This is an optimization exercise on Yosys and OpenROAD, whose aim is small area, not a production implementation. The RTL was checked by simulation tests, not by an equivalence proof against the original design.

==> module accelerate_matrix, before the edit <==
module accelerate_matrix (
    input clk,
    input rst,
    input [31:0]wmatrix,
    input [31:0]xmatrix,
    input [31:0]bias,
    output reg [15:0]out1,
    output reg [15:0]out2,
    output reg [15:0]out3,
    output reg [15:0]out4
);
    reg [3:0] p;
    always @(posedge clk or posedge rst) begin
        if (rst)
            p <= 4'd0;
        else
            p <= (p == 4'd12) ? 4'd0 : p + 4'd1;
    end
    wire ld_w = (p >= 4'd1) && (p <= 4'd4);            
    wire ld_b = (p == 4'd1);                           
    wire ld_p = (p == 4'd1) || (p == 4'd2);            
    wire ld_q = (p == 4'd3) || (p == 4'd4);            
    wire hi   = (p >= 4'd8) && (p <= 4'd11);           
    reg [31:0] r0, r1, r2, r3;
    always @(posedge clk) begin
        r0 <= r1;
        r1 <= r2;
        r2 <= r3;
        r3 <= ld_w ? wmatrix : r0;
    end
    reg [7:0] s0, s1, s2, s3;
    always @(posedge clk) begin
        if (ld_b) begin
            s0 <= bias[31:24];
            s1 <= bias[23:16];
            s2 <= bias[15:8];
            s3 <= bias[7:0];
        end else begin
            s0 <= s1;
            s1 <= s2;
            s2 <= s3;
            s3 <= s0;
        end
    end
    reg [31:0] xp0, xp1, xq0, xq1;
    always @(posedge clk) begin
        xp0 <= xp1;
        xp1 <= ld_p ? xmatrix : xp0;
        xq0 <= xq1;
        xq1 <= ld_q ? xmatrix : xq0;
    end
    wire [31:0] xa = hi ? xq1 : xp1;
    wire [31:0] xb = hi ? xq0 : xp0;
    wire [14:0] ya, yb;
    dot_unit ua (.w(r1), .x(xa), .b(s2), .y(ya));
    dot_unit ub (.w(r1), .x(xb), .b(s2), .y(yb));
    reg [14:0] ra0, ra1, ra2, ra3, ra4, rb0, rb1, rb2, rb3, rb4;
    always @(posedge clk) begin
        ra0 <= ya; ra1 <= ra0; ra2 <= ra1; ra3 <= ra2; ra4 <= ra3;
        rb0 <= yb; rb1 <= rb0; rb2 <= rb1; rb3 <= rb2; rb4 <= rb3;
    end
    always @(*) begin
        if (p[0]) begin
            out1 = {1'b0, ra4}; out2 = {1'b0, rb4};
            out3 = {1'b0, ra0}; out4 = {1'b0, rb0};
        end else begin
            out1 = {1'b0, rb4}; out2 = {1'b0, ra4};
            out3 = {1'b0, rb0}; out4 = {1'b0, ra0};
        end
    end
endmodule
clock: 10.0 ns
lec_check: 0
abc_area: 1
cap_margin: 20
core_margin: 2
core_utilization: 40
place_density: 0.6
slew_margin: 20
synth_hierarchical: 1
synth_minimum_keep_size: 0
run.sh (not shown) runs the stock make flow with config.mk's settings and CLKGATE_MAP_FILE= SYNTH_SCRIPT=/design/flow/synth_recipe.tcl, a recipe that flattens the netlist after the stock synthesis.
Rerun with:
--- a/flow/design.v
+++ b/flow/design.v
@@ -55,19 +55,17 @@
     wire [14:0] ya, yb;
     dot_unit ua (.w(r1), .x(xa), .b(s2), .y(ya));
     dot_unit ub (.w(r1), .x(xb), .b(s2), .y(yb));
-    reg [14:0] ra0, ra1, ra2, ra3, ra4, rb0, rb1, rb2, rb3, rb4;
+    wire ev = ~p[0];
+    reg [14:0] e0, e1, e2, e3, e4, o0, o1, o2, o3, o4;
     always @(posedge clk) begin
-        ra0 <= ya; ra1 <= ra0; ra2 <= ra1; ra3 <= ra2; ra4 <= ra3;
-        rb0 <= yb; rb1 <= rb0; rb2 <= rb1; rb3 <= rb2; rb4 <= rb3;
+        e0 <= ev ? ya : yb; e1 <= e0; e2 <= e1; e3 <= e2; e4 <= e3;
+        o0 <= ev ? yb : ya; o1 <= o0; o2 <= o1; o3 <= o2; o4 <= o3;
     end
     always @(*) begin
-        if (p[0]) begin
-            out1 = {1'b0, ra4}; out2 = {1'b0, rb4};
-            out3 = {1'b0, ra0}; out4 = {1'b0, rb0};
-        end else begin
-            out1 = {1'b0, rb4}; out2 = {1'b0, ra4};
-            out3 = {1'b0, rb0}; out4 = {1'b0, ra0};
-        end
+        out1 = {1'b0, e4};
+        out2 = {1'b0, o4};
+        out3 = {1'b0, e0};
+        out4 = {1'b0, o0};
     end
 endmodule
 module dot_unit (
=>
- global-route usage fell by 0.21 points
- maximum frequency hardly moves
- utilization rose by 0.14 points
- register-to-register slack barely changes
- design area fell by 0.43%
- routed wire length fell by 3.3%
- clock skew barely changes
- worst setup slack improved by 0.0072 ns
- count of clock-buffer cells in the layout rose by 6
- cell count fell by 1.6%

## port drivers added, routing unchanged
In the flow no input, the clock included, has a driving cell. The finished layouts below were timed again as built, in two steps. Step 1 sets driving cells, clkbuf_16 on the clock port and buf_2 on the other inputs (assumed; they add their load-dependent delay and slew). Step 2 adds t to the input delays and takes it off the output delays; t is the mean of the earliest and latest rising clock arrival at the registers after step 1. Input paths then give back, and output paths get back, about the clock's delay inside the block. Slacks: ideal / step 1 / step 2; pairs: ideal / step 1.
| run | shift t [ns] | setup WS [ns] | worst setup path after step 2 | slew at the worst register clock pin (ns) | worst slew at a driven data input, ns |
|---|---|---|---|---|---|
| the first run | 0.637 | 0.355 / 0.355 / 0.355 | register to register | 0.07 / 0.07 | 0.06 |
| the second run | 0.631 | 0.362 / 0.362 / 0.362 | register to register | 0.06 / 0.06 | 0.05 |
After both steps every run listed still meets setup and hold.
